Context: an optimization exercise on an open-source flow, tuned for small area, a short achievable clock period and few clock cycles. The choices shown serve that exercise and are no tape-out recipe.
The RTL was checked by simulation tests, not by an equivalence proof against the original design.
No activity file was given, so power comes from the tool's default toggle rates.

Design nlp16af, start of the top module:
module nlp16af(
    input   logic           i_clk,
    input   logic           i_rst_n,
    output  logic           o_wr,
    output  logic           o_rd,
    input   logic   [15:0]  i_bus,
    output  logic   [15:0]  o_bus,
    output  logic   [15:0]  o_address
);
export LEC_CHECK = 0
export CAP_MARGIN = 60
export CORE_MARGIN = 2
export CORE_UTILIZATION = 40
export CTS_CLUSTER_DIAMETER = 150
export CTS_CLUSTER_SIZE = 25
export SLEW_MARGIN = 60
export SYNTH_HIERARCHICAL = 1
create_clock -name core_clock -period 12.0 [get_ports {i_clk}]
standard.sh (not shown) runs the stock make flow with config.mk's settings and CLKGATE_MAP_FILE= SYNTH_SCRIPT=/design/flow/synth_recipe.tcl, a recipe that flattens the netlist after the stock synthesis.
==> flow/flow/run.sh <==
#!/bin/bash
# Layout flow: the standard flow, with a faster buffer on each port and timing repair
# aiming at a 4.0 ns period.
set -o pipefail
export BUFFER_PORTS_ARGS="-buffer_cell sky130_fd_sc_hd__buf_4"
export SETUP_SLACK_MARGIN=8.0
bash standard.sh > standard.log 2>&1
The first run went through all stages and came out clean.
Testbench counts at the start, summed over its fixed seeds: cycles 83,608.
Edit:
--- a/flow/flow/run.sh
+++ b/flow/flow/run.sh
@@ -3 +3 @@
-# aiming at a 4.0 ns period.
+# aiming at a 4.4 ns period.
@@ -6 +6 @@
-export SETUP_SLACK_MARGIN=8.0
+export SETUP_SLACK_MARGIN=7.6
--- a/flow/config.mk
+++ b/flow/config.mk
@@ -8 +8 @@
-export CAP_MARGIN = 60
+export CAP_MARGIN = 40
@@ -13 +13 @@
-export SLEW_MARGIN = 60
+export SLEW_MARGIN = 40
- total power decreases by 5.2%
- cell count decreases by 3.3%
- clock power is about the same
- routed wire length decreases by 0.44%
Edit:
--- a/flow/flow/run.sh
+++ b/flow/flow/run.sh
@@ -3 +3 @@
-# aiming at a 4.4 ns period.
+# aiming at a 4.6 ns period.
@@ -6 +6 @@
-export SETUP_SLACK_MARGIN=7.6
+export SETUP_SLACK_MARGIN=7.4
--- a/flow/config.mk
+++ b/flow/config.mk
@@ -8 +8 @@
-export CAP_MARGIN = 40
+export CAP_MARGIN = 60
@@ -13 +13 @@
-export SLEW_MARGIN = 40
+export SLEW_MARGIN = 60
Register-to-register slack loses 0.04 ns. Total power drops by 2.8%. Setup slack gets worse by 0.037 ns. Count of clock-buffer cells in the layout came out higher by 1. Area after synthesis does not change. Critical path depth is unchanged. Final cell count went down by 2.2%. Non-clock buffer count goes down by 44. Wire length shrinks by 5.6%.
Edit:
--- a/flow/flow/run.sh
+++ b/flow/flow/run.sh
@@ -3 +3 @@
-# aiming at a 4.6 ns period.
+# aiming at a 4.35 ns period.
@@ -6 +6 @@
-export SETUP_SLACK_MARGIN=7.4
+export SETUP_SLACK_MARGIN=7.65
--- a/flow/config.mk
+++ b/flow/config.mk
@@ -8 +8 @@
-export CAP_MARGIN = 60
+export CAP_MARGIN = 40
@@ -13 +13 @@
-export SLEW_MARGIN = 60
+export SLEW_MARGIN = 40
After rerunning: Synthesized cell count stays the same. Global-route usage grows by 1.2 points. Via count is higher by about 4%.


Setup of run A:
nlp16af, a different RTL version from the one above (not shown whole).
For scale: about 16000 sq um of cells after synthesis.
==> flow/config.mk <==
export PLATFORM = sky130hd
export DESIGN_NAME = nlp16af
export DESIGN_NICKNAME = nlp16af
export VERILOG_FILES = /design/flow/design.v
export SDC_FILE = /design/flow/constraint.sdc
export NUM_CORES = 8
export LEC_CHECK = 0
export CAP_MARGIN = 40
export CORE_MARGIN = 2
export CORE_UTILIZATION = 40
export CTS_CLUSTER_DIAMETER = 150
export CTS_CLUSTER_SIZE = 25
export SLEW_MARGIN = 40
export SYNTH_HIERARCHICAL = 1
export TNS_END_PERCENT = 0
==> flow/constraint.sdc <==
create_clock -name core_clock -period 12.0 [get_ports {i_clk}]
set_input_delay 2.4000 -clock core_clock [delete_from_list [all_inputs] [get_ports {i_clk}]]
set_output_delay 2.4000 -clock core_clock [all_outputs]
set_load 0.01 [all_outputs]
==> flow/flow/run.sh <==
#!/bin/bash
# Layout flow: the standard flow, with a faster buffer on each port and timing repair
# aiming at a 4.3 ns period.
set -o pipefail
export BUFFER_PORTS_ARGS="-buffer_cell sky130_fd_sc_hd__buf_4"
export SETUP_SLACK_MARGIN=7.7
bash standard.sh > standard.log 2>&1
Testbench counts of run A, summed over its fixed seeds: cycles 83,608.
Setup changes, run A to run B
- TNS_END_PERCENT removed (was 0)
- CTS_CLUSTER_DIAMETER changed from 150 to 60
diff --git a/flow/flow/run.sh b/flow/flow/run.sh
--- a/flow/flow/run.sh
+++ b/flow/flow/run.sh
@@ -3 +3 @@
-# aiming at a 4.3 ns period.
+# aiming at a 4.5 ns period.
@@ -6 +6 @@
-export SETUP_SLACK_MARGIN=7.7
+export SETUP_SLACK_MARGIN=7.5
Findings:
Run B: final cell count without fillers is 1.3% higher than what run A reported. Switching power as a share of total power was higher in the run labelled run A. Run B: hold slack 0.016 ns below run A. Run B against run A: total area of sequential cells roughly the same; final critical path time including I/O delays and setup higher; die area roughly the same; net switching power higher. Comparing run A and run B, the higher portion of total power attributed to combinational logic was measured on run A.
What run C does differently from run B at the input level:
- CTS_CLUSTER_DIAMETER changed from 60 to 150
diff --git a/flow/flow/run.sh b/flow/flow/run.sh
--- a/flow/flow/run.sh
+++ b/flow/flow/run.sh
@@ -3 +3 @@
-# aiming at a 4.5 ns period.
+# aiming at a 4.4 ns period by sizing, pin swapping and buffering only.
@@ -6 +6,2 @@
-export SETUP_SLACK_MARGIN=7.5
+export SETUP_SLACK_MARGIN=7.6
+export SETUP_MOVE_SEQUENCE="unbuffer,sizeup,swap,buffer"
- Run C: no failed stages, no open violations at the end
- Comparing run C and run B, the lower initial detailed-routing violation count is on run B.
- Run C reports a higher length of the first detailed-routing pass in iterations than run B does.
- Min period utilization across run C and run B: run C
- Re fraction of standard cell area that is sequential: run B was lower than run C.
- As far as vertical die dimension goes, run C and run B are indistinguishable; the numbers are identical.
- On clock power, run C does better than run B.
- In the flow results for run C and run B, the utilization is smaller on run C.
- Between run C and run B, the difference in total number of vias is negligible.
Setup changes, run C to run D
- an added TNS_END_PERCENT of 0
==> flow/flow/run.sh <==
#!/bin/bash
# Layout flow: the standard flow, with a faster buffer on each port and timing repair
# aiming at a 4.5 ns period.
set -o pipefail
export BUFFER_PORTS_ARGS="-buffer_cell sky130_fd_sc_hd__buf_4"
export SETUP_SLACK_MARGIN=7.5
bash standard.sh > standard.log 2>&1
Results
Setup slack: run D less than run C
Between run C and run D, the cell count went down.
Changes observed in run D relative to run C: per-cell routed wire length up 0.11 um, period utilization up 0.63 points, sequential share of layout area up 1.2 points, maximum frequency down 1.7%, first-iteration DRC count up 19.
Looking at share of cell area taken by multi-input logic gates, run D sits 0.81 points above run C.
Of run D and run C, run D shows the lower top fanout value on the critical path, with run C above it.
On number of iterations in the first detailed-routing pass, the higher figure sits with run C, not run D.
Of run D and run C, it is run D that has the higher data arrival time at the worst-slack endpoint.

port drivers added, routing unchanged:
No port has a modelled driver above. Below, the same layouts with a new extraction and two added sets of constraints.
Step 1 assumes that a clkbuf_16 drives the clock port and a buf_2 every other input.
Step 2 moves the port delays by t, midway between the first and last clock arrival at a register: inputs arrive t later, outputs are due t later. That takes back most of the time a late clock gives input paths.
a / b / c = no drivers / after step 1 / after step 2; a / b = the first two.
run | t (ns) | setup slack, ns | latest minus earliest clock arrival (ns)
the first run of note 1 | 0.555 | 7.462 / 7.410 / 7.588 | 0.024 / 0.024
the second run of note 1 | 0.567 | 7.456 / 7.401 / 7.341 | 0.024 / 0.024
the third run of note 1 | 0.552 | 7.419 / 7.366 / 7.324 | 0.022 / 0.022
the fourth run of note 1 | 0.557 | 7.439 / 7.387 / 7.363 | 0.036 / 0.036
run A | 0.574 | 7.491 / 7.435 / 7.594 | 0.030 / 0.030
run B | 0.615 | 7.472 / 7.418 / 7.594 | 0.013 / 0.014
run C | 0.573 | 7.525 / 7.470 / 7.588 | 0.028 / 0.027
run D | 0.575 | 7.449 / 7.395 / 7.574 | 0.032 / 0.032
After both steps setup and hold are still met in every run listed. The setup slack of the second run of note 1, which loses most, moves by -0.055 ns with the drivers and by -0.115 ns with both steps.
